Source: an optimization exercise on an open RTL-to-GDS flow (aim: small area, a short achievable clock period and few clock cycles per item). Production flows keep margins and buffers that such runs may drop.
The RTL was checked by simulation tests, not by an equivalence proof against the original design.
Power and IR drop assume default switching activity.

$ cat flow/config.mk
export PLATFORM = sky130hd
export DESIGN_NAME = CI_fir
export DESIGN_NICKNAME = CI_fir
export VERILOG_FILES = /design/flow/design.v
export SDC_FILE = /design/flow/constraint.sdc
export NUM_CORES = 4
export LEC_CHECK = 0
export CAP_MARGIN = 20
export CORE_MARGIN = 2
export CORE_UTILIZATION = 45
export SLEW_MARGIN = 20
$ cat flow/constraint.sdc
create_clock -name core_clock -period 17.0 [get_ports {clk}]
set_input_delay 3.4000 -clock core_clock [delete_from_list [all_inputs] [get_ports {clk}]]
set_output_delay 3.4000 -clock core_clock [all_outputs]
set_load 0.01 [all_outputs]
$ cat flow/design.v
module rca #(parameter N = 8) (
	input [N-1:0] a,
	input [N-1:0] b,
	input ci,
	output [N-1:0] s,
	output co
);
	wire [N:0] c;
	assign c[0] = ci;
	genvar i;
	generate
		for (i = 0; i < N; i = i + 1) begin : g
			assign s[i] = a[i] ^ b[i] ^ c[i];
			assign c[i+1] = (a[i] & b[i]) | (c[i] & (a[i] ^ b[i]));
		end
	endgenerate
	assign co = c[N];
endmodule
module CI_fir
	(
		input 		reset,
		input		clk,
		input		clk_en,
		input	[31:0]	dataa,
		input	[31:0]	datab,
		input		start,
		output	[31:0]	result,
		output		done
	);
	wire load = start & clk_en & ~reset;
	reg [31:0] xr1;    
	reg [31:0] xr2;    
	reg [31:1] p3;    
	wire [31:0] p3_n = xr1 + {xr1[30:0],1'b0};
	wire [31:0] p3_f = {p3, xr2[0:0]};
	reg [31:2] p5;    
	wire [31:0] p5_n = xr1 + {xr1[29:0],2'b0};
	wire [31:0] p5_f = {p5, xr2[1:0]};
	reg [31:3] m7;    
	wire [31:0] m7_n = xr1 - {xr1[28:0],3'b0};
	wire [31:0] m7_f = {m7, xr2[2:0]};
	reg [31:3] p9;    
	wire [31:0] p9_n = xr1 + {xr1[28:0],3'b0};
	wire [31:0] p9_f = {p9, xr2[2:0]};
	reg [31:5] m31;    
	wire [31:0] m31_n = xr1 - {xr1[26:0],5'b0};
	wire [31:0] m31_f = {m31, xr2[4:0]};
	reg [31:0] t4;
	reg [3:1] cy4;
	reg [31:0] t5;
	reg [3:1] cy5;
	reg [31:0] t6;
	reg [3:1] cy6;
	reg [31:0] t7;
	reg [3:1] cy7;
	reg [31:0] t8;
	reg [3:1] cy8;
	reg [31:0] t9;
	reg [3:1] cy9;
	reg [31:0] t10;
	reg [3:1] cy10;
	reg [31:0] t11;
	reg [3:1] cy11;
	reg [31:0] t12;
	reg [3:1] cy12;
	reg [31:0] t13;
	reg [3:1] cy13;
	reg [31:0] t14;
	reg [3:1] cy14;
	reg [31:0] t15;
	reg [3:1] cy15;
	reg [31:0] t16;
	reg [3:1] cy16;
	reg [31:0] t17;
	reg [3:1] cy17;
	reg [31:0] t18;
	reg [3:1] cy18;
	reg [31:0] t19;
	reg [3:1] cy19;
	reg [31:0] t20;
	reg [3:1] cy20;
	reg [31:0] t21;
	reg [3:1] cy21;
	reg [31:0] t22;
	reg [3:1] cy22;
	reg [31:0] t23;
	reg [3:1] cy23;
	reg [31:0] t24;
	reg [3:1] cy24;
	reg [31:0] t25;
	reg [3:1] cy25;
	reg [31:0] t26;
	reg [3:1] cy26;
	reg [31:0] t27;
	reg [3:1] cy27;
	reg [31:0] t28;
	reg [3:1] cy28;
	reg [31:0] t29;
	reg [3:1] cy29;
	reg [31:0] t30;
	reg [3:1] cy30;
	reg [31:0] t31;
	reg [3:1] cy31;
	reg [31:0] t32;
	reg [3:1] cy32;
	reg [31:0] t33;
	reg [3:1] cy33;
	reg [31:0] t34;
	reg [3:1] cy34;
	reg [31:0] t35;
	reg [3:1] cy35;
	reg [31:0] t36;
	reg [3:1] cy36;
	reg [31:0] t37;
	reg [3:1] cy37;
	reg [31:0] t38;
	reg [3:1] cy38;
	reg [31:0] t39;
	reg [3:1] cy39;
	reg [31:0] t40;
	reg [3:1] cy40;
	reg [31:0] t41;
	reg [3:1] cy41;
	reg [31:0] t42;
	reg [3:1] cy42;
	reg [31:0] t43;
	reg [3:1] cy43;
	reg [31:0] t44;
	reg [3:1] cy44;
	reg [31:0] t45;
	reg [3:1] cy45;
	reg [31:0] t46;
	reg [3:1] cy46;
	reg [31:0] t47;
	reg [3:1] cy47;
	reg [31:0] t48;
	reg [3:1] cy48;
	reg [31:0] t49;
	wire [31:0] a4 = xr2;
	wire [31:0] b4 = t5;
	wire [31:0] n4;
	wire [3:1] ncy4;
	rca #(8) u4_0 (.a(a4[7:0]), .b(b4[7:0]), .ci(1'b0), .s(n4[7:0]), .co(ncy4[1]));
	rca #(8) u4_1 (.a(a4[15:8]), .b(b4[15:8]), .ci(cy5[1]), .s(n4[15:8]), .co(ncy4[2]));
	rca #(8) u4_2 (.a(a4[23:16]), .b(b4[23:16]), .ci(cy5[2]), .s(n4[23:16]), .co(ncy4[3]));
	rca #(8) u4_3 (.a(a4[31:24]), .b(b4[31:24]), .ci(cy5[3]), .s(n4[31:24]), .co());
	wire [31:0] a6 = ~{xr2[30:0],1'b0};
	wire [31:0] b6 = t7;
	wire [31:0] n6;
	wire [3:1] ncy6;
	rca #(8) u6_0 (.a(a6[7:0]), .b(b6[7:0]), .ci(1'b1), .s(n6[7:0]), .co(ncy6[1]));
	rca #(8) u6_1 (.a(a6[15:8]), .b(b6[15:8]), .ci(cy7[1]), .s(n6[15:8]), .co(ncy6[2]));
	rca #(8) u6_2 (.a(a6[23:16]), .b(b6[23:16]), .ci(cy7[2]), .s(n6[23:16]), .co(ncy6[3]));
	rca #(8) u6_3 (.a(a6[31:24]), .b(b6[31:24]), .ci(cy7[3]), .s(n6[31:24]), .co());
	wire [31:0] a7 = xr2;
	wire [31:0] b7 = t8;
	wire [31:0] n7;
	wire [3:1] ncy7;
	rca #(8) u7_0 (.a(a7[7:0]), .b(b7[7:0]), .ci(1'b0), .s(n7[7:0]), .co(ncy7[1]));
	rca #(8) u7_1 (.a(a7[15:8]), .b(b7[15:8]), .ci(cy8[1]), .s(n7[15:8]), .co(ncy7[2]));
	rca #(8) u7_2 (.a(a7[23:16]), .b(b7[23:16]), .ci(cy8[2]), .s(n7[23:16]), .co(ncy7[3]));
	rca #(8) u7_3 (.a(a7[31:24]), .b(b7[31:24]), .ci(cy8[3]), .s(n7[31:24]), .co());
	wire [31:0] a8 = xr2;
	wire [31:0] b8 = t9;
	wire [31:0] n8;
	wire [3:1] ncy8;
	rca #(8) u8_0 (.a(a8[7:0]), .b(b8[7:0]), .ci(1'b0), .s(n8[7:0]), .co(ncy8[1]));
	rca #(8) u8_1 (.a(a8[15:8]), .b(b8[15:8]), .ci(cy9[1]), .s(n8[15:8]), .co(ncy8[2]));
	rca #(8) u8_2 (.a(a8[23:16]), .b(b8[23:16]), .ci(cy9[2]), .s(n8[23:16]), .co(ncy8[3]));
	rca #(8) u8_3 (.a(a8[31:24]), .b(b8[31:24]), .ci(cy9[3]), .s(n8[31:24]), .co());
	wire [31:0] a9 = ~p3_f;
	wire [31:0] b9 = t10;
	wire [31:0] n9;
	wire [3:1] ncy9;
	rca #(8) u9_0 (.a(a9[7:0]), .b(b9[7:0]), .ci(1'b1), .s(n9[7:0]), .co(ncy9[1]));
	rca #(8) u9_1 (.a(a9[15:8]), .b(b9[15:8]), .ci(cy10[1]), .s(n9[15:8]), .co(ncy9[2]));
	rca #(8) u9_2 (.a(a9[23:16]), .b(b9[23:16]), .ci(cy10[2]), .s(n9[23:16]), .co(ncy9[3]));
	rca #(8) u9_3 (.a(a9[31:24]), .b(b9[31:24]), .ci(cy10[3]), .s(n9[31:24]), .co());
	wire [31:0] a10 = xr2;
	wire [31:0] b10 = t11;
	wire [31:0] n10;
	wire [3:1] ncy10;
	rca #(8) u10_0 (.a(a10[7:0]), .b(b10[7:0]), .ci(1'b0), .s(n10[7:0]), .co(ncy10[1]));
	rca #(8) u10_1 (.a(a10[15:8]), .b(b10[15:8]), .ci(cy11[1]), .s(n10[15:8]), .co(ncy10[2]));
	rca #(8) u10_2 (.a(a10[23:16]), .b(b10[23:16]), .ci(cy11[2]), .s(n10[23:16]), .co(ncy10[3]));
	rca #(8) u10_3 (.a(a10[31:24]), .b(b10[31:24]), .ci(cy11[3]), .s(n10[31:24]), .co());
	wire [31:0] a11 = p3_f;
	wire [31:0] b11 = t12;
	wire [31:0] n11;
	wire [3:1] ncy11;
	rca #(8) u11_0 (.a(a11[7:0]), .b(b11[7:0]), .ci(1'b0), .s(n11[7:0]), .co(ncy11[1]));
	rca #(8) u11_1 (.a(a11[15:8]), .b(b11[15:8]), .ci(cy12[1]), .s(n11[15:8]), .co(ncy11[2]));
	rca #(8) u11_2 (.a(a11[23:16]), .b(b11[23:16]), .ci(cy12[2]), .s(n11[23:16]), .co(ncy11[3]));
	rca #(8) u11_3 (.a(a11[31:24]), .b(b11[31:24]), .ci(cy12[3]), .s(n11[31:24]), .co());
	wire [31:0] a12 = ~p5_f;
	wire [31:0] b12 = t13;
	wire [31:0] n12;
	wire [3:1] ncy12;
	rca #(8) u12_0 (.a(a12[7:0]), .b(b12[7:0]), .ci(1'b1), .s(n12[7:0]), .co(ncy12[1]));
	rca #(8) u12_1 (.a(a12[15:8]), .b(b12[15:8]), .ci(cy13[1]), .s(n12[15:8]), .co(ncy12[2]));
	rca #(8) u12_2 (.a(a12[23:16]), .b(b12[23:16]), .ci(cy13[2]), .s(n12[23:16]), .co(ncy12[3]));
	rca #(8) u12_3 (.a(a12[31:24]), .b(b12[31:24]), .ci(cy13[3]), .s(n12[31:24]), .co());
	wire [31:0] a14 = {p3_f[30:0],1'b0};
	wire [31:0] b14 = t15;
	wire [31:0] n14;
	wire [3:1] ncy14;
	rca #(8) u14_0 (.a(a14[7:0]), .b(b14[7:0]), .ci(1'b0), .s(n14[7:0]), .co(ncy14[1]));
	rca #(8) u14_1 (.a(a14[15:8]), .b(b14[15:8]), .ci(cy15[1]), .s(n14[15:8]), .co(ncy14[2]));
	rca #(8) u14_2 (.a(a14[23:16]), .b(b14[23:16]), .ci(cy15[2]), .s(n14[23:16]), .co(ncy14[3]));
	rca #(8) u14_3 (.a(a14[31:24]), .b(b14[31:24]), .ci(cy15[3]), .s(n14[31:24]), .co());
	wire [31:0] a15 = ~{p3_f[30:0],1'b0};
	wire [31:0] b15 = t16;
	wire [31:0] n15;
	wire [3:1] ncy15;
	rca #(8) u15_0 (.a(a15[7:0]), .b(b15[7:0]), .ci(1'b1), .s(n15[7:0]), .co(ncy15[1]));
	rca #(8) u15_1 (.a(a15[15:8]), .b(b15[15:8]), .ci(cy16[1]), .s(n15[15:8]), .co(ncy15[2]));
	rca #(8) u15_2 (.a(a15[23:16]), .b(b15[23:16]), .ci(cy16[2]), .s(n15[23:16]), .co(ncy15[3]));
	rca #(8) u15_3 (.a(a15[31:24]), .b(b15[31:24]), .ci(cy16[3]), .s(n15[31:24]), .co());
	wire [31:0] a16 = ~p3_f;
	wire [31:0] b16 = t17;
	wire [31:0] n16;
	wire [3:1] ncy16;
	rca #(8) u16_0 (.a(a16[7:0]), .b(b16[7:0]), .ci(1'b1), .s(n16[7:0]), .co(ncy16[1]));
	rca #(8) u16_1 (.a(a16[15:8]), .b(b16[15:8]), .ci(cy17[1]), .s(n16[15:8]), .co(ncy16[2]));
	rca #(8) u16_2 (.a(a16[23:16]), .b(b16[23:16]), .ci(cy17[2]), .s(n16[23:16]), .co(ncy16[3]));
	rca #(8) u16_3 (.a(a16[31:24]), .b(b16[31:24]), .ci(cy17[3]), .s(n16[31:24]), .co());
	wire [31:0] a17 = {p5_f[30:0],1'b0};
	wire [31:0] b17 = t18;
	wire [31:0] n17;
	wire [3:1] ncy17;
	rca #(8) u17_0 (.a(a17[7:0]), .b(b17[7:0]), .ci(1'b0), .s(n17[7:0]), .co(ncy17[1]));
	rca #(8) u17_1 (.a(a17[15:8]), .b(b17[15:8]), .ci(cy18[1]), .s(n17[15:8]), .co(ncy17[2]));
	rca #(8) u17_2 (.a(a17[23:16]), .b(b17[23:16]), .ci(cy18[2]), .s(n17[23:16]), .co(ncy17[3]));
	rca #(8) u17_3 (.a(a17[31:24]), .b(b17[31:24]), .ci(cy18[3]), .s(n17[31:24]), .co());
	wire [31:0] a18 = m7_f;
	wire [31:0] b18 = t19;
	wire [31:0] n18;
	wire [3:1] ncy18;
	rca #(8) u18_0 (.a(a18[7:0]), .b(b18[7:0]), .ci(1'b0), .s(n18[7:0]), .co(ncy18[1]));
	rca #(8) u18_1 (.a(a18[15:8]), .b(b18[15:8]), .ci(cy19[1]), .s(n18[15:8]), .co(ncy18[2]));
	rca #(8) u18_2 (.a(a18[23:16]), .b(b18[23:16]), .ci(cy19[2]), .s(n18[23:16]), .co(ncy18[3]));
	rca #(8) u18_3 (.a(a18[31:24]), .b(b18[31:24]), .ci(cy19[3]), .s(n18[31:24]), .co());
	wire [31:0] a19 = ~p9_f;
	wire [31:0] b19 = t20;
	wire [31:0] n19;
	wire [3:1] ncy19;
	rca #(8) u19_0 (.a(a19[7:0]), .b(b19[7:0]), .ci(1'b1), .s(n19[7:0]), .co(ncy19[1]));
	rca #(8) u19_1 (.a(a19[15:8]), .b(b19[15:8]), .ci(cy20[1]), .s(n19[15:8]), .co(ncy19[2]));
	rca #(8) u19_2 (.a(a19[23:16]), .b(b19[23:16]), .ci(cy20[2]), .s(n19[23:16]), .co(ncy19[3]));
	rca #(8) u19_3 (.a(a19[31:24]), .b(b19[31:24]), .ci(cy20[3]), .s(n19[31:24]), .co());
	wire [31:0] o1_20 = {xr2[27:0],4'b0};
	wire [31:0] o2_20 = p3_f;
	wire [31:0] a20 = o1_20 ^ o2_20 ^ t21;
	wire [31:0] m20 = (o1_20 & o2_20) | (o1_20 & t21) | (o2_20 & t21);
	wire [31:0] b20 = {m20[30:0], 1'b0};
	wire [31:0] n20;
	wire [3:1] ncy20;
	rca #(8) u20_0 (.a(a20[7:0]), .b(b20[7:0]), .ci(1'b0), .s(n20[7:0]), .co(ncy20[1]));
	rca #(8) u20_1 (.a(a20[15:8]), .b(b20[15:8]), .ci(cy21[1]), .s(n20[15:8]), .co(ncy20[2]));
	rca #(8) u20_2 (.a(a20[23:16]), .b(b20[23:16]), .ci(cy21[2]), .s(n20[23:16]), .co(ncy20[3]));
	rca #(8) u20_3 (.a(a20[31:24]), .b(b20[31:24]), .ci(cy21[3]), .s(n20[31:24]), .co());
	wire [31:0] a21 = m7_f;
	wire [31:0] b21 = t22;
	wire [31:0] n21;
	wire [3:1] ncy21;
	rca #(8) u21_0 (.a(a21[7:0]), .b(b21[7:0]), .ci(1'b0), .s(n21[7:0]), .co(ncy21[1]));
	rca #(8) u21_1 (.a(a21[15:8]), .b(b21[15:8]), .ci(cy22[1]), .s(n21[15:8]), .co(ncy21[2]));
	rca #(8) u21_2 (.a(a21[23:16]), .b(b21[23:16]), .ci(cy22[2]), .s(n21[23:16]), .co(ncy21[3]));
	rca #(8) u21_3 (.a(a21[31:24]), .b(b21[31:24]), .ci(cy22[3]), .s(n21[31:24]), .co());
	wire [31:0] a22 = m31_f;
	wire [31:0] b22 = t23;
	wire [31:0] n22;
	wire [3:1] ncy22;
	rca #(8) u22_0 (.a(a22[7:0]), .b(b22[7:0]), .ci(1'b0), .s(n22[7:0]), .co(ncy22[1]));
	rca #(8) u22_1 (.a(a22[15:8]), .b(b22[15:8]), .ci(cy23[1]), .s(n22[15:8]), .co(ncy22[2]));
	rca #(8) u22_2 (.a(a22[23:16]), .b(b22[23:16]), .ci(cy23[2]), .s(n22[23:16]), .co(ncy22[3]));
	rca #(8) u22_3 (.a(a22[31:24]), .b(b22[31:24]), .ci(cy23[3]), .s(n22[31:24]), .co());
	wire [31:0] o1_23 = {xr2[25:0],6'b0};
	wire [31:0] o2_23 = {p5_f[30:0],1'b0};
	wire [31:0] a23 = o1_23 ^ o2_23 ^ t24;
	wire [31:0] m23 = (o1_23 & o2_23) | (o1_23 & t24) | (o2_23 & t24);
	wire [31:0] b23 = {m23[30:0], 1'b0};
	wire [31:0] n23;
	wire [3:1] ncy23;
	rca #(8) u23_0 (.a(a23[7:0]), .b(b23[7:0]), .ci(1'b0), .s(n23[7:0]), .co(ncy23[1]));
	rca #(8) u23_1 (.a(a23[15:8]), .b(b23[15:8]), .ci(cy24[1]), .s(n23[15:8]), .co(ncy23[2]));
	rca #(8) u23_2 (.a(a23[23:16]), .b(b23[23:16]), .ci(cy24[2]), .s(n23[23:16]), .co(ncy23[3]));
	rca #(8) u23_3 (.a(a23[31:24]), .b(b23[31:24]), .ci(cy24[3]), .s(n23[31:24]), .co());
	wire [31:0] o1_24 = {p5_f[26:0],5'b0};
	wire [31:0] o2_24 = p3_f;
	wire [31:0] a24 = o1_24 ^ o2_24 ^ t25;
	wire [31:0] m24 = (o1_24 & o2_24) | (o1_24 & t25) | (o2_24 & t25);
	wire [31:0] b24 = {m24[30:0], 1'b0};
	wire [31:0] n24;
	wire [3:1] ncy24;
	rca #(8) u24_0 (.a(a24[7:0]), .b(b24[7:0]), .ci(1'b0), .s(n24[7:0]), .co(ncy24[1]));
	rca #(8) u24_1 (.a(a24[15:8]), .b(b24[15:8]), .ci(cy25[1]), .s(n24[15:8]), .co(ncy24[2]));
	rca #(8) u24_2 (.a(a24[23:16]), .b(b24[23:16]), .ci(cy25[2]), .s(n24[23:16]), .co(ncy24[3]));
	rca #(8) u24_3 (.a(a24[31:24]), .b(b24[31:24]), .ci(cy25[3]), .s(n24[31:24]), .co());
	wire [31:0] o1_25 = {xr2[25:0],6'b0};
	wire [31:0] o2_25 = {p5_f[30:0],1'b0};
	wire [31:0] a25 = o1_25 ^ o2_25 ^ t26;
	wire [31:0] m25 = (o1_25 & o2_25) | (o1_25 & t26) | (o2_25 & t26);
	wire [31:0] b25 = {m25[30:0], 1'b0};
	wire [31:0] n25;
	wire [3:1] ncy25;
	rca #(8) u25_0 (.a(a25[7:0]), .b(b25[7:0]), .ci(1'b0), .s(n25[7:0]), .co(ncy25[1]));
	rca #(8) u25_1 (.a(a25[15:8]), .b(b25[15:8]), .ci(cy26[1]), .s(n25[15:8]), .co(ncy25[2]));
	rca #(8) u25_2 (.a(a25[23:16]), .b(b25[23:16]), .ci(cy26[2]), .s(n25[23:16]), .co(ncy25[3]));
	rca #(8) u25_3 (.a(a25[31:24]), .b(b25[31:24]), .ci(cy26[3]), .s(n25[31:24]), .co());
	wire [31:0] a26 = m31_f;
	wire [31:0] b26 = t27;
	wire [31:0] n26;
	wire [3:1] ncy26;
	rca #(8) u26_0 (.a(a26[7:0]), .b(b26[7:0]), .ci(1'b0), .s(n26[7:0]), .co(ncy26[1]));
	rca #(8) u26_1 (.a(a26[15:8]), .b(b26[15:8]), .ci(cy27[1]), .s(n26[15:8]), .co(ncy26[2]));
	rca #(8) u26_2 (.a(a26[23:16]), .b(b26[23:16]), .ci(cy27[2]), .s(n26[23:16]), .co(ncy26[3]));
	rca #(8) u26_3 (.a(a26[31:24]), .b(b26[31:24]), .ci(cy27[3]), .s(n26[31:24]), .co());
	wire [31:0] a27 = m7_f;
	wire [31:0] b27 = t28;
	wire [31:0] n27;
	wire [3:1] ncy27;
	rca #(8) u27_0 (.a(a27[7:0]), .b(b27[7:0]), .ci(1'b0), .s(n27[7:0]), .co(ncy27[1]));
	rca #(8) u27_1 (.a(a27[15:8]), .b(b27[15:8]), .ci(cy28[1]), .s(n27[15:8]), .co(ncy27[2]));
	rca #(8) u27_2 (.a(a27[23:16]), .b(b27[23:16]), .ci(cy28[2]), .s(n27[23:16]), .co(ncy27[3]));
	rca #(8) u27_3 (.a(a27[31:24]), .b(b27[31:24]), .ci(cy28[3]), .s(n27[31:24]), .co());
	wire [31:0] o1_28 = {xr2[27:0],4'b0};
	wire [31:0] o2_28 = p3_f;
	wire [31:0] a28 = o1_28 ^ o2_28 ^ t29;
	wire [31:0] m28 = (o1_28 & o2_28) | (o1_28 & t29) | (o2_28 & t29);
	wire [31:0] b28 = {m28[30:0], 1'b0};
	wire [31:0] n28;
	wire [3:1] ncy28;
	rca #(8) u28_0 (.a(a28[7:0]), .b(b28[7:0]), .ci(1'b0), .s(n28[7:0]), .co(ncy28[1]));
	rca #(8) u28_1 (.a(a28[15:8]), .b(b28[15:8]), .ci(cy29[1]), .s(n28[15:8]), .co(ncy28[2]));
	rca #(8) u28_2 (.a(a28[23:16]), .b(b28[23:16]), .ci(cy29[2]), .s(n28[23:16]), .co(ncy28[3]));
	rca #(8) u28_3 (.a(a28[31:24]), .b(b28[31:24]), .ci(cy29[3]), .s(n28[31:24]), .co());
	wire [31:0] a29 = ~p9_f;
	wire [31:0] b29 = t30;
	wire [31:0] n29;
	wire [3:1] ncy29;
	rca #(8) u29_0 (.a(a29[7:0]), .b(b29[7:0]), .ci(1'b1), .s(n29[7:0]), .co(ncy29[1]));
	rca #(8) u29_1 (.a(a29[15:8]), .b(b29[15:8]), .ci(cy30[1]), .s(n29[15:8]), .co(ncy29[2]));
	rca #(8) u29_2 (.a(a29[23:16]), .b(b29[23:16]), .ci(cy30[2]), .s(n29[23:16]), .co(ncy29[3]));
	rca #(8) u29_3 (.a(a29[31:24]), .b(b29[31:24]), .ci(cy30[3]), .s(n29[31:24]), .co());
	wire [31:0] a30 = m7_f;
	wire [31:0] b30 = t31;
	wire [31:0] n30;
	wire [3:1] ncy30;
	rca #(8) u30_0 (.a(a30[7:0]), .b(b30[7:0]), .ci(1'b0), .s(n30[7:0]), .co(ncy30[1]));
	rca #(8) u30_1 (.a(a30[15:8]), .b(b30[15:8]), .ci(cy31[1]), .s(n30[15:8]), .co(ncy30[2]));
	rca #(8) u30_2 (.a(a30[23:16]), .b(b30[23:16]), .ci(cy31[2]), .s(n30[23:16]), .co(ncy30[3]));
	rca #(8) u30_3 (.a(a30[31:24]), .b(b30[31:24]), .ci(cy31[3]), .s(n30[31:24]), .co());
	wire [31:0] a31 = {p5_f[30:0],1'b0};
	wire [31:0] b31 = t32;
	wire [31:0] n31;
	wire [3:1] ncy31;
	rca #(8) u31_0 (.a(a31[7:0]), .b(b31[7:0]), .ci(1'b0), .s(n31[7:0]), .co(ncy31[1]));
	rca #(8) u31_1 (.a(a31[15:8]), .b(b31[15:8]), .ci(cy32[1]), .s(n31[15:8]), .co(ncy31[2]));
	rca #(8) u31_2 (.a(a31[23:16]), .b(b31[23:16]), .ci(cy32[2]), .s(n31[23:16]), .co(ncy31[3]));
	rca #(8) u31_3 (.a(a31[31:24]), .b(b31[31:24]), .ci(cy32[3]), .s(n31[31:24]), .co());
	wire [31:0] a32 = ~p3_f;
	wire [31:0] b32 = t33;
	wire [31:0] n32;
	wire [3:1] ncy32;
	rca #(8) u32_0 (.a(a32[7:0]), .b(b32[7:0]), .ci(1'b1), .s(n32[7:0]), .co(ncy32[1]));
	rca #(8) u32_1 (.a(a32[15:8]), .b(b32[15:8]), .ci(cy33[1]), .s(n32[15:8]), .co(ncy32[2]));
	rca #(8) u32_2 (.a(a32[23:16]), .b(b32[23:16]), .ci(cy33[2]), .s(n32[23:16]), .co(ncy32[3]));
	rca #(8) u32_3 (.a(a32[31:24]), .b(b32[31:24]), .ci(cy33[3]), .s(n32[31:24]), .co());
	wire [31:0] a33 = ~{p3_f[30:0],1'b0};
	wire [31:0] b33 = t34;
	wire [31:0] n33;
	wire [3:1] ncy33;
	rca #(8) u33_0 (.a(a33[7:0]), .b(b33[7:0]), .ci(1'b1), .s(n33[7:0]), .co(ncy33[1]));
	rca #(8) u33_1 (.a(a33[15:8]), .b(b33[15:8]), .ci(cy34[1]), .s(n33[15:8]), .co(ncy33[2]));
	rca #(8) u33_2 (.a(a33[23:16]), .b(b33[23:16]), .ci(cy34[2]), .s(n33[23:16]), .co(ncy33[3]));
	rca #(8) u33_3 (.a(a33[31:24]), .b(b33[31:24]), .ci(cy34[3]), .s(n33[31:24]), .co());
	wire [31:0] a34 = {p3_f[30:0],1'b0};
	wire [31:0] b34 = t35;
	wire [31:0] n34;
	wire [3:1] ncy34;
	rca #(8) u34_0 (.a(a34[7:0]), .b(b34[7:0]), .ci(1'b0), .s(n34[7:0]), .co(ncy34[1]));
	rca #(8) u34_1 (.a(a34[15:8]), .b(b34[15:8]), .ci(cy35[1]), .s(n34[15:8]), .co(ncy34[2]));
	rca #(8) u34_2 (.a(a34[23:16]), .b(b34[23:16]), .ci(cy35[2]), .s(n34[23:16]), .co(ncy34[3]));
	rca #(8) u34_3 (.a(a34[31:24]), .b(b34[31:24]), .ci(cy35[3]), .s(n34[31:24]), .co());
	wire [31:0] a36 = ~p5_f;
	wire [31:0] b36 = t37;
	wire [31:0] n36;
	wire [3:1] ncy36;
	rca #(8) u36_0 (.a(a36[7:0]), .b(b36[7:0]), .ci(1'b1), .s(n36[7:0]), .co(ncy36[1]));
	rca #(8) u36_1 (.a(a36[15:8]), .b(b36[15:8]), .ci(cy37[1]), .s(n36[15:8]), .co(ncy36[2]));
	rca #(8) u36_2 (.a(a36[23:16]), .b(b36[23:16]), .ci(cy37[2]), .s(n36[23:16]), .co(ncy36[3]));
	rca #(8) u36_3 (.a(a36[31:24]), .b(b36[31:24]), .ci(cy37[3]), .s(n36[31:24]), .co());
	wire [31:0] a37 = p3_f;
	wire [31:0] b37 = t38;
	wire [31:0] n37;
	wire [3:1] ncy37;
	rca #(8) u37_0 (.a(a37[7:0]), .b(b37[7:0]), .ci(1'b0), .s(n37[7:0]), .co(ncy37[1]));
	rca #(8) u37_1 (.a(a37[15:8]), .b(b37[15:8]), .ci(cy38[1]), .s(n37[15:8]), .co(ncy37[2]));
	rca #(8) u37_2 (.a(a37[23:16]), .b(b37[23:16]), .ci(cy38[2]), .s(n37[23:16]), .co(ncy37[3]));
	rca #(8) u37_3 (.a(a37[31:24]), .b(b37[31:24]), .ci(cy38[3]), .s(n37[31:24]), .co());
	wire [31:0] a38 = xr2;
	wire [31:0] b38 = t39;
	wire [31:0] n38;
	wire [3:1] ncy38;
	rca #(8) u38_0 (.a(a38[7:0]), .b(b38[7:0]), .ci(1'b0), .s(n38[7:0]), .co(ncy38[1]));
	rca #(8) u38_1 (.a(a38[15:8]), .b(b38[15:8]), .ci(cy39[1]), .s(n38[15:8]), .co(ncy38[2]));
	rca #(8) u38_2 (.a(a38[23:16]), .b(b38[23:16]), .ci(cy39[2]), .s(n38[23:16]), .co(ncy38[3]));
	rca #(8) u38_3 (.a(a38[31:24]), .b(b38[31:24]), .ci(cy39[3]), .s(n38[31:24]), .co());
	wire [31:0] a39 = ~p3_f;
	wire [31:0] b39 = t40;
	wire [31:0] n39;
	wire [3:1] ncy39;
	rca #(8) u39_0 (.a(a39[7:0]), .b(b39[7:0]), .ci(1'b1), .s(n39[7:0]), .co(ncy39[1]));
	rca #(8) u39_1 (.a(a39[15:8]), .b(b39[15:8]), .ci(cy40[1]), .s(n39[15:8]), .co(ncy39[2]));
	rca #(8) u39_2 (.a(a39[23:16]), .b(b39[23:16]), .ci(cy40[2]), .s(n39[23:16]), .co(ncy39[3]));
	rca #(8) u39_3 (.a(a39[31:24]), .b(b39[31:24]), .ci(cy40[3]), .s(n39[31:24]), .co());
	wire [31:0] a40 = xr2;
	wire [31:0] b40 = t41;
	wire [31:0] n40;
	wire [3:1] ncy40;
	rca #(8) u40_0 (.a(a40[7:0]), .b(b40[7:0]), .ci(1'b0), .s(n40[7:0]), .co(ncy40[1]));
	rca #(8) u40_1 (.a(a40[15:8]), .b(b40[15:8]), .ci(cy41[1]), .s(n40[15:8]), .co(ncy40[2]));
	rca #(8) u40_2 (.a(a40[23:16]), .b(b40[23:16]), .ci(cy41[2]), .s(n40[23:16]), .co(ncy40[3]));
	rca #(8) u40_3 (.a(a40[31:24]), .b(b40[31:24]), .ci(cy41[3]), .s(n40[31:24]), .co());
	wire [31:0] a41 = xr2;
	wire [31:0] b41 = t42;
	wire [31:0] n41;
	wire [3:1] ncy41;
	rca #(8) u41_0 (.a(a41[7:0]), .b(b41[7:0]), .ci(1'b0), .s(n41[7:0]), .co(ncy41[1]));
	rca #(8) u41_1 (.a(a41[15:8]), .b(b41[15:8]), .ci(cy42[1]), .s(n41[15:8]), .co(ncy41[2]));
	rca #(8) u41_2 (.a(a41[23:16]), .b(b41[23:16]), .ci(cy42[2]), .s(n41[23:16]), .co(ncy41[3]));
	rca #(8) u41_3 (.a(a41[31:24]), .b(b41[31:24]), .ci(cy42[3]), .s(n41[31:24]), .co());
	wire [31:0] a42 = ~{xr2[30:0],1'b0};
	wire [31:0] b42 = t43;
	wire [31:0] n42;
	wire [3:1] ncy42;
	rca #(8) u42_0 (.a(a42[7:0]), .b(b42[7:0]), .ci(1'b1), .s(n42[7:0]), .co(ncy42[1]));
	rca #(8) u42_1 (.a(a42[15:8]), .b(b42[15:8]), .ci(cy43[1]), .s(n42[15:8]), .co(ncy42[2]));
	rca #(8) u42_2 (.a(a42[23:16]), .b(b42[23:16]), .ci(cy43[2]), .s(n42[23:16]), .co(ncy42[3]));
	rca #(8) u42_3 (.a(a42[31:24]), .b(b42[31:24]), .ci(cy43[3]), .s(n42[31:24]), .co());
	wire [31:0] a44 = xr2;
	wire [31:0] b44 = t45;
	wire [31:0] n44;
	wire [3:1] ncy44;
	rca #(8) u44_0 (.a(a44[7:0]), .b(b44[7:0]), .ci(1'b0), .s(n44[7:0]), .co(ncy44[1]));
	rca #(8) u44_1 (.a(a44[15:8]), .b(b44[15:8]), .ci(cy45[1]), .s(n44[15:8]), .co(ncy44[2]));
	rca #(8) u44_2 (.a(a44[23:16]), .b(b44[23:16]), .ci(cy45[2]), .s(n44[23:16]), .co(ncy44[3]));
	rca #(8) u44_3 (.a(a44[31:24]), .b(b44[31:24]), .ci(cy45[3]), .s(n44[31:24]), .co());
	wire [31:0] a45 = ~{xr2[30:0],1'b0};
	wire [31:0] b45 = t46;
	wire [31:0] n45;
	wire [3:1] ncy45;
	rca #(8) u45_0 (.a(a45[7:0]), .b(b45[7:0]), .ci(1'b1), .s(n45[7:0]), .co(ncy45[1]));
	rca #(8) u45_1 (.a(a45[15:8]), .b(b45[15:8]), .ci(cy46[1]), .s(n45[15:8]), .co(ncy45[2]));
	rca #(8) u45_2 (.a(a45[23:16]), .b(b45[23:16]), .ci(cy46[2]), .s(n45[23:16]), .co(ncy45[3]));
	rca #(8) u45_3 (.a(a45[31:24]), .b(b45[31:24]), .ci(cy46[3]), .s(n45[31:24]), .co());
	wire [31:0] a46 = ~xr2;
	wire [31:0] b46 = t47;
	wire [31:0] n46;
	wire [3:1] ncy46;
	rca #(8) u46_0 (.a(a46[7:0]), .b(b46[7:0]), .ci(1'b1), .s(n46[7:0]), .co(ncy46[1]));
	rca #(8) u46_1 (.a(a46[15:8]), .b(b46[15:8]), .ci(cy47[1]), .s(n46[15:8]), .co(ncy46[2]));
	rca #(8) u46_2 (.a(a46[23:16]), .b(b46[23:16]), .ci(cy47[2]), .s(n46[23:16]), .co(ncy46[3]));
	rca #(8) u46_3 (.a(a46[31:24]), .b(b46[31:24]), .ci(cy47[3]), .s(n46[31:24]), .co());
	wire [31:0] a47 = {xr2[30:0],1'b0};
	wire [31:0] b47 = t48;
	wire [31:0] n47;
	wire [3:1] ncy47;
	rca #(8) u47_0 (.a(a47[7:0]), .b(b47[7:0]), .ci(1'b0), .s(n47[7:0]), .co(ncy47[1]));
	rca #(8) u47_1 (.a(a47[15:8]), .b(b47[15:8]), .ci(cy48[1]), .s(n47[15:8]), .co(ncy47[2]));
	rca #(8) u47_2 (.a(a47[23:16]), .b(b47[23:16]), .ci(cy48[2]), .s(n47[23:16]), .co(ncy47[3]));
	rca #(8) u47_3 (.a(a47[31:24]), .b(b47[31:24]), .ci(cy48[3]), .s(n47[31:24]), .co());
	wire [31:0] a48 = xr2;
	wire [31:0] b48 = t49;
	wire [31:0] n48;
	wire [3:1] ncy48;
	rca #(8) u48_0 (.a(a48[7:0]), .b(b48[7:0]), .ci(1'b0), .s(n48[7:0]), .co(ncy48[1]));
	rca #(8) u48_1 (.a(a48[15:8]), .b(b48[15:8]), .ci(1'b0), .s(n48[15:8]), .co(ncy48[2]));
	rca #(8) u48_2 (.a(a48[23:16]), .b(b48[23:16]), .ci(1'b0), .s(n48[23:16]), .co(ncy48[3]));
	rca #(8) u48_3 (.a(a48[31:24]), .b(b48[31:24]), .ci(1'b0), .s(n48[31:24]), .co());
	reg [31:0] u;     
	wire [31:0] cv = {1'b0,1'b0,1'b0,1'b0,1'b0,1'b0,1'b0,cy4[3],1'b0,1'b0,1'b0,1'b0,1'b0,1'b0,1'b0,cy4[2],1'b0,1'b0,1'b0,1'b0,1'b0,1'b0,1'b0,cy4[1],1'b0,1'b0,1'b0,1'b0,1'b0,1'b0,1'b0,1'b0};
	wire [31:0] u_n = t4 + cv + ~xr1 + ~{xr2[30:0],1'b0} + 32'd2;
	wire [31:0] S = {xr1[30:0],1'b0} + u;
	wire [31:0] y = dataa + S;
	reg [23:0] rres;
	assign result = {8'b0, rres};
	always @(posedge clk) begin
		if (load) begin
			rres <= y[31:8];
		end
	end
	reg done_reg;
	always @(posedge clk) begin
		if (reset) begin
			done_reg <= 1'b0;
		end else if (clk_en) begin
			done_reg <= start;
		end
	end
	assign done = done_reg;
	always @(posedge clk) begin
		if (reset) begin
			xr1 <= 32'd0;
			xr2 <= 32'd0;
			p3 <= 31'd0;
			p5 <= 30'd0;
			m7 <= 29'd0;
			p9 <= 29'd0;
			m31 <= 27'd0;
			t4 <= 32'd0;
			cy4 <= 3'd0;
			t5 <= 32'd0;
			cy5 <= 3'd0;
			t6 <= 32'd0;
			cy6 <= 3'd0;
			t7 <= 32'd0;
			cy7 <= 3'd0;
			t8 <= 32'd0;
			cy8 <= 3'd0;
			t9 <= 32'd0;
			cy9 <= 3'd0;
			t10 <= 32'd0;
			cy10 <= 3'd0;
			t11 <= 32'd0;
			cy11 <= 3'd0;
			t12 <= 32'd0;
			cy12 <= 3'd0;
			t13 <= 32'd0;
			cy13 <= 3'd0;
			t14 <= 32'd0;
			cy14 <= 3'd0;
			t15 <= 32'd0;
			cy15 <= 3'd0;
			t16 <= 32'd0;
			cy16 <= 3'd0;
			t17 <= 32'd0;
			cy17 <= 3'd0;
			t18 <= 32'd0;
			cy18 <= 3'd0;
			t19 <= 32'd0;
			cy19 <= 3'd0;
			t20 <= 32'd0;
			cy20 <= 3'd0;
			t21 <= 32'd0;
			cy21 <= 3'd0;
			t22 <= 32'd0;
			cy22 <= 3'd0;
			t23 <= 32'd0;
			cy23 <= 3'd0;
			t24 <= 32'd0;
			cy24 <= 3'd0;
			t25 <= 32'd0;
			cy25 <= 3'd0;
			t26 <= 32'd0;
			cy26 <= 3'd0;
			t27 <= 32'd0;
			cy27 <= 3'd0;
			t28 <= 32'd0;
			cy28 <= 3'd0;
			t29 <= 32'd0;
			cy29 <= 3'd0;
			t30 <= 32'd0;
			cy30 <= 3'd0;
			t31 <= 32'd0;
			cy31 <= 3'd0;
			t32 <= 32'd0;
			cy32 <= 3'd0;
			t33 <= 32'd0;
			cy33 <= 3'd0;
			t34 <= 32'd0;
			cy34 <= 3'd0;
			t35 <= 32'd0;
			cy35 <= 3'd0;
			t36 <= 32'd0;
			cy36 <= 3'd0;
			t37 <= 32'd0;
			cy37 <= 3'd0;
			t38 <= 32'd0;
			cy38 <= 3'd0;
			t39 <= 32'd0;
			cy39 <= 3'd0;
			t40 <= 32'd0;
			cy40 <= 3'd0;
			t41 <= 32'd0;
			cy41 <= 3'd0;
			t42 <= 32'd0;
			cy42 <= 3'd0;
			t43 <= 32'd0;
			cy43 <= 3'd0;
			t44 <= 32'd0;
			cy44 <= 3'd0;
			t45 <= 32'd0;
			cy45 <= 3'd0;
			t46 <= 32'd0;
			cy46 <= 3'd0;
			t47 <= 32'd0;
			cy47 <= 3'd0;
			t48 <= 32'd0;
			cy48 <= 3'd0;
			t49 <= 32'd0;
			u <= 32'd0;
		end else if (load) begin
			xr1 <= dataa;
			xr2 <= xr1;
			p3 <= p3_n[31:1];
			p5 <= p5_n[31:2];
			m7 <= m7_n[31:3];
			p9 <= p9_n[31:3];
			m31 <= m31_n[31:5];
			t4 <= n4;
			cy4 <= ncy4;
			t5 <= t6;
			cy5 <= cy6;
			t6 <= n6;
			cy6 <= ncy6;
			t7 <= n7;
			cy7 <= ncy7;
			t8 <= n8;
			cy8 <= ncy8;
			t9 <= n9;
			cy9 <= ncy9;
			t10 <= n10;
			cy10 <= ncy10;
			t11 <= n11;
			cy11 <= ncy11;
			t12 <= n12;
			cy12 <= ncy12;
			t13 <= t14;
			cy13 <= cy14;
			t14 <= n14;
			cy14 <= ncy14;
			t15 <= n15;
			cy15 <= ncy15;
			t16 <= n16;
			cy16 <= ncy16;
			t17 <= n17;
			cy17 <= ncy17;
			t18 <= n18;
			cy18 <= ncy18;
			t19 <= n19;
			cy19 <= ncy19;
			t20 <= n20;
			cy20 <= ncy20;
			t21 <= n21;
			cy21 <= ncy21;
			t22 <= n22;
			cy22 <= ncy22;
			t23 <= n23;
			cy23 <= ncy23;
			t24 <= n24;
			cy24 <= ncy24;
			t25 <= n25;
			cy25 <= ncy25;
			t26 <= n26;
			cy26 <= ncy26;
			t27 <= n27;
			cy27 <= ncy27;
			t28 <= n28;
			cy28 <= ncy28;
			t29 <= n29;
			cy29 <= ncy29;
			t30 <= n30;
			cy30 <= ncy30;
			t31 <= n31;
			cy31 <= ncy31;
			t32 <= n32;
			cy32 <= ncy32;
			t33 <= n33;
			cy33 <= ncy33;
			t34 <= n34;
			cy34 <= ncy34;
			t35 <= t36;
			cy35 <= cy36;
			t36 <= n36;
			cy36 <= ncy36;
			t37 <= n37;
			cy37 <= ncy37;
			t38 <= n38;
			cy38 <= ncy38;
			t39 <= n39;
			cy39 <= ncy39;
			t40 <= n40;
			cy40 <= ncy40;
			t41 <= n41;
			cy41 <= ncy41;
			t42 <= n42;
			cy42 <= ncy42;
			t43 <= t44;
			cy43 <= cy44;
			t44 <= n44;
			cy44 <= ncy44;
			t45 <= n45;
			cy45 <= ncy45;
			t46 <= n46;
			cy46 <= ncy46;
			t47 <= n47;
			cy47 <= ncy47;
			t48 <= n48;
			cy48 <= ncy48;
			t49 <= xr2;
			u <= u_n;
		end
	end
endmodule
$ cat flow/flow/run.sh
#!/bin/bash
# Layout flow: the standard layout (standard.sh, unchanged synthesis and steps), with the
# resizer's setup repair told to keep MARGIN ns of slack against the 17 ns clock, so that it
# sizes and buffers the logic for the period the design can reach instead of stopping at 17 ns.
# make's full output goes to flow.log here; ORFS writes each step's log under orfs/logs/.
set -euo pipefail
MARGIN=12
bash standard.sh SETUP_SLACK_MARGIN=$MARGIN finish > flow.log 2>&1
$ cat flow/standard.sh
#!/bin/bash
# synth_recipe.tcl (not shown) runs the flow's synth.tcl, then flattens the netlist and writes it again
# the make line also repeats each setting of config.mk as NAME=value (left out here)
make -C /OpenROAD-flow-scripts/flow DESIGN_CONFIG=/design/flow/config.mk WORK_HOME=/design/flow/orfs CLKGATE_MAP_FILE= SYNTH_SCRIPT=/design/flow/synth_recipe.tcl "${@:-finish}"
==> run summary <==
## synth_stat cells (5+ instances only)
master    instances
o31a_1            7
edfxtp_1         24
nand3b_1          5
clkbuf_1        622
o21a_1           19
ha_1            294
o21bai_1         30
nand3_1          32
buf_1            19
o31ai_1          16
xor2_1           67
nor4_1            6
o21ai_0         104
and2_1           12
nand2b_1         20
nor3b_1           6
a21oi_1        1297
a21o_1           83
a221o_1           9
nor3_1           40
fa_1           1409
and3_1           20
dfxtp_1        1849
o21ai_1          18
nand2_1        2370
a31oi_1          15
buf_4             8
nor2b_1          34
or3_1            13
o22ai_1           5
inv_1          1088
xnor2_1         191
o211ai_1         12
a211oi_1        663
buf_2             5
nor2_1          754
and4_1            6
nand4_1          12
## logic make-up after synthesis
logic type	count (synthesis)	synth area share
AOI/OAI and AO/OA	2327	0.133
xor gates and xnor gates	258	0.0214
adders and majority gates	1703	0.302
buffers and inverters	1743	0.0623
DFF	1873	0.358
muxes	1	0.0000948
other	1	0.0000355
and+or+nand+nor	3344	0.124
## per-stage QoR
stage	area [um^2]	setup WS (ns)	utilization	power [uW]	cells
final	118000	11.37	0.505	11200	14400
after global routing	118000	11.28	0.505	11700	14400
after CTS	117000	11.42	0.502	11200	14300
after detailed placement	109000	9.54	0.467	6600	13900
after global placement	109000	9.61	0.467	6560	13900
after floorplan	106000	10.90	-	6090	11300
## power by group
group / switching [uW] / total [uW] / internal (uW)
Combinational: 1060 / 1770 / 713
Clock: 1940 / 4560 / 2620
Sequential: 207 / 4840 / 4630
## how the worst max path moves through the flow
stage	from	end	slack (ns)
floorplan	dataa[9]	rres[23]	10.90
global placement	clk_en	t34[2]	9.61
detailed placement	clk_en	t33[8]	9.54
CTS	dataa[14]	rres[23]	11.42
global route	dataa[14]	rres[20]	11.28
finish	dataa[14]	rres[23]	11.37
## cells in the final DEF (no fill, tap or decap), drive strengths merged, types with 67 or more instances in the layout
master and n:
nand2 2371, a21oi 1297, nor2 754, inv 1082, clkbuf 329, xor2 67, xnor2 191, dfxtp 1849
ha 294, fa 1409, o21ai 122, a211oi 664, a21o 84, buf 190
## layout make-up
cell class                      count  area [um^2]
Clock inverter                     43          748
Timing Repair Buffer              260         3140
Clock buffer                      317         6170
Sequential cell                  1873        37800
Multi-Input combinational cell   7644        61800
Tap cell                         3132         3920
Fill cell                       21400       115000
Antenna cell                        1         2.50
Inverter                         1089         4120
## layer usage
layer / vias to the layer above / track usage / share of wire
met4: 0 / 0.0533 / 0.019
met5: - / 0 / 0
li1: 35700 / - / -
met1: 38100 / 0.357 / 0.48
met2: 1744 / 0.354 / 0.44
met3: 368 / 0.0366 / 0.058
## critical path, cell delays in order
cell and delay (ns):
buf_8 0.10, fa_1 0.52, ha_4 0.22, a21o_1 0.18
a21oi_2 0.22, o211ai_1 0.16, a221oi_4 0.28, nand2_2 0.11
a21o_1 0.24, a221o_1 0.41, a21oi_2 0.16, o21bai_1 0.09
xnor2_1 0.13
## timing repair
action / in CTS / in global routing
pin swaps: 45 / 45
gates cloned: 14 / 8
buffers inserted: 34 / 24
endpoints found under the setup margin: 1714 / 1061
resized for setup: 198 / 103
==> results.sh <==
export IMPL_initial_core_util=0.453
export IMPL_cp_end_kind="register"
export IMPL_holdWs_ns=0.415
export IMPL_num_vias=75900
export IMPL_whs_endpoint="t5[16]"
export IMPL_timing_fmax_mhz=178
export IMPL_rr_worst_depth=15
export IMPL_leakagePower_uw=0.0451
export IMPL_drv_slew=0
export IMPL_async_reset_ff_frac=0
export IMPL_synthCells=11300
export IMPL_clockBufferDepth=3
export IMPL_grt_max_degree=204
export IMPL_clockRootBuffer="clkbuf_16"
export IMPL_rsz0062_at_grt="true"
export IMPL_cp_arrival_ns=6.23
export IMPL_path_max_fanout=3
export IMPL_grt_pass1_wl_um=444000
export IMPL_tightest_slew_ns=1.13
export IMPL_synth_area_leaders="dfxtp_1, fa_1, nand2_1"
export IMPL_synth_top_area_share=0.351
export IMPL_max_cap_viol_count=0
export IMPL_h_tree_depth=4
export IMPL_cts_hold_buf=0
export IMPL_fin_tns_setup_ns=0
export IMPL_gp_congestion=0.899
export IMPL_synthFlopType="dfxtp_1"
export IMPL_vdd_drop_max_mv=0.101
export IMPL_final_min_period_over_clock_period=0.331
export IMPL_clock_latency_ns=0.89
export IMPL_finalSetupViolations=0
export IMPL_reg2reg_slack_ns=12.16
export IMPL_first_pass_iters=6
export IMPL_antenna_found_initial=3
export IMPL_nets=12800
export IMPL_yosysSeqAreaShare=0.358
export IMPL_clock_sink_count=1873
export IMPL_reg2reg_to="t24[31]"
export IMPL_critPathKind="in2reg"
export IMPL_antenna_left=0
export IMPL_synth_seq_cells=1873
export IMPL_required_ns=17.60
export IMPL_dp_hpwl_um=188000
export IMPL_drcViolationCount=0
export IMPL_synth_top_area_cell="dfxtp_1"
export IMPL_via_per_inst=5.28
export IMPL_slew_headroom=0.249
export IMPL_outcome="timing/DRC/antenna clean"
export IMPL_io_pins=101
export IMPL_grt_ovfl_total=0
export IMPL_hold_depth=2
export IMPL_placementRows=177
export IMPL_start_kind="input pin"
export IMPL_area_delta_synth_final_pct=11.5
export IMPL_cts_buffers=207
export IMPL_drt_total_wl_um=280000
export IMPL_numPortBuffers=60
export IMPL_syn_area_per_cell_um2=9.38
export IMPL_grt_use_total=0.236
export IMPL_synth_cell_types=76
export IMPL_synth_edf_count=24
export IMPL_die_area_um2=238000
export IMPL_cts_tree="yes"
export IMPL_fin_skew_ns=0.0992
export IMPL_drt_iter0_markers=5773
export IMPL_core_area_um2=233000
export IMPL_hp_class="reg2reg"
export IMPL_die_y_um=488
export IMPL_wire_per_inst_um=19.5
export IMPL_power_density_nw_per_um2=95.0
export IMPL_ys_warn_count=1
export IMPL_fin_crit_ns=5.63
export IMPL_finalHoldViolations=0
export IMPL_r2r_start="p3[24]"
export IMPL_clk_pin_slew_worst_paths_ns=0.06
export IMPL_grt_pass1_vias=77700
export IMPL_hold_path_startpoint="t6[16]"
export IMPL_die_x_um=488
export IMPL_syn_area_um2=106000
export IMPL_drive_above_1_share=0.0579
Testbench counts, summed over its fixed seeds: cycles 9,608, items 9,600.

[re-timing with driven ports]
In the flow no input, the clock included, has a driving cell. The finished layout below was timed again as built, in two steps.
Step 1 (the two cells are an assumption about what drives the block):
set clk [get_ports {clk}]
set_driving_cell -lib_cell sky130_fd_sc_hd__clkbuf_16 $clk
set_driving_cell -lib_cell sky130_fd_sc_hd__buf_2 [delete_from_list [all_inputs] $clk]
Step 2 times the ports against the registers' clock, not the clock port: input delays grow and output delays shrink by t, the midpoint of the rising clock arrivals with the driver on.
a / b / c = ideal ports / drivers / drivers and shift; a / b = the first two.
t, ns: 0.946
setup WS [ns]: 11.371 / 11.424 / 10.479
worst setup path after step 2: input to register
latest minus earliest clock arrival (ns): 0.107 / 0.107
worst register clock-pin slew, ns: 0.07 / 0.07
After both steps this run still meets setup and hold. For this run, drivers alone change the setup slack by +0.053 ns; drivers and shift together by -0.892 ns.
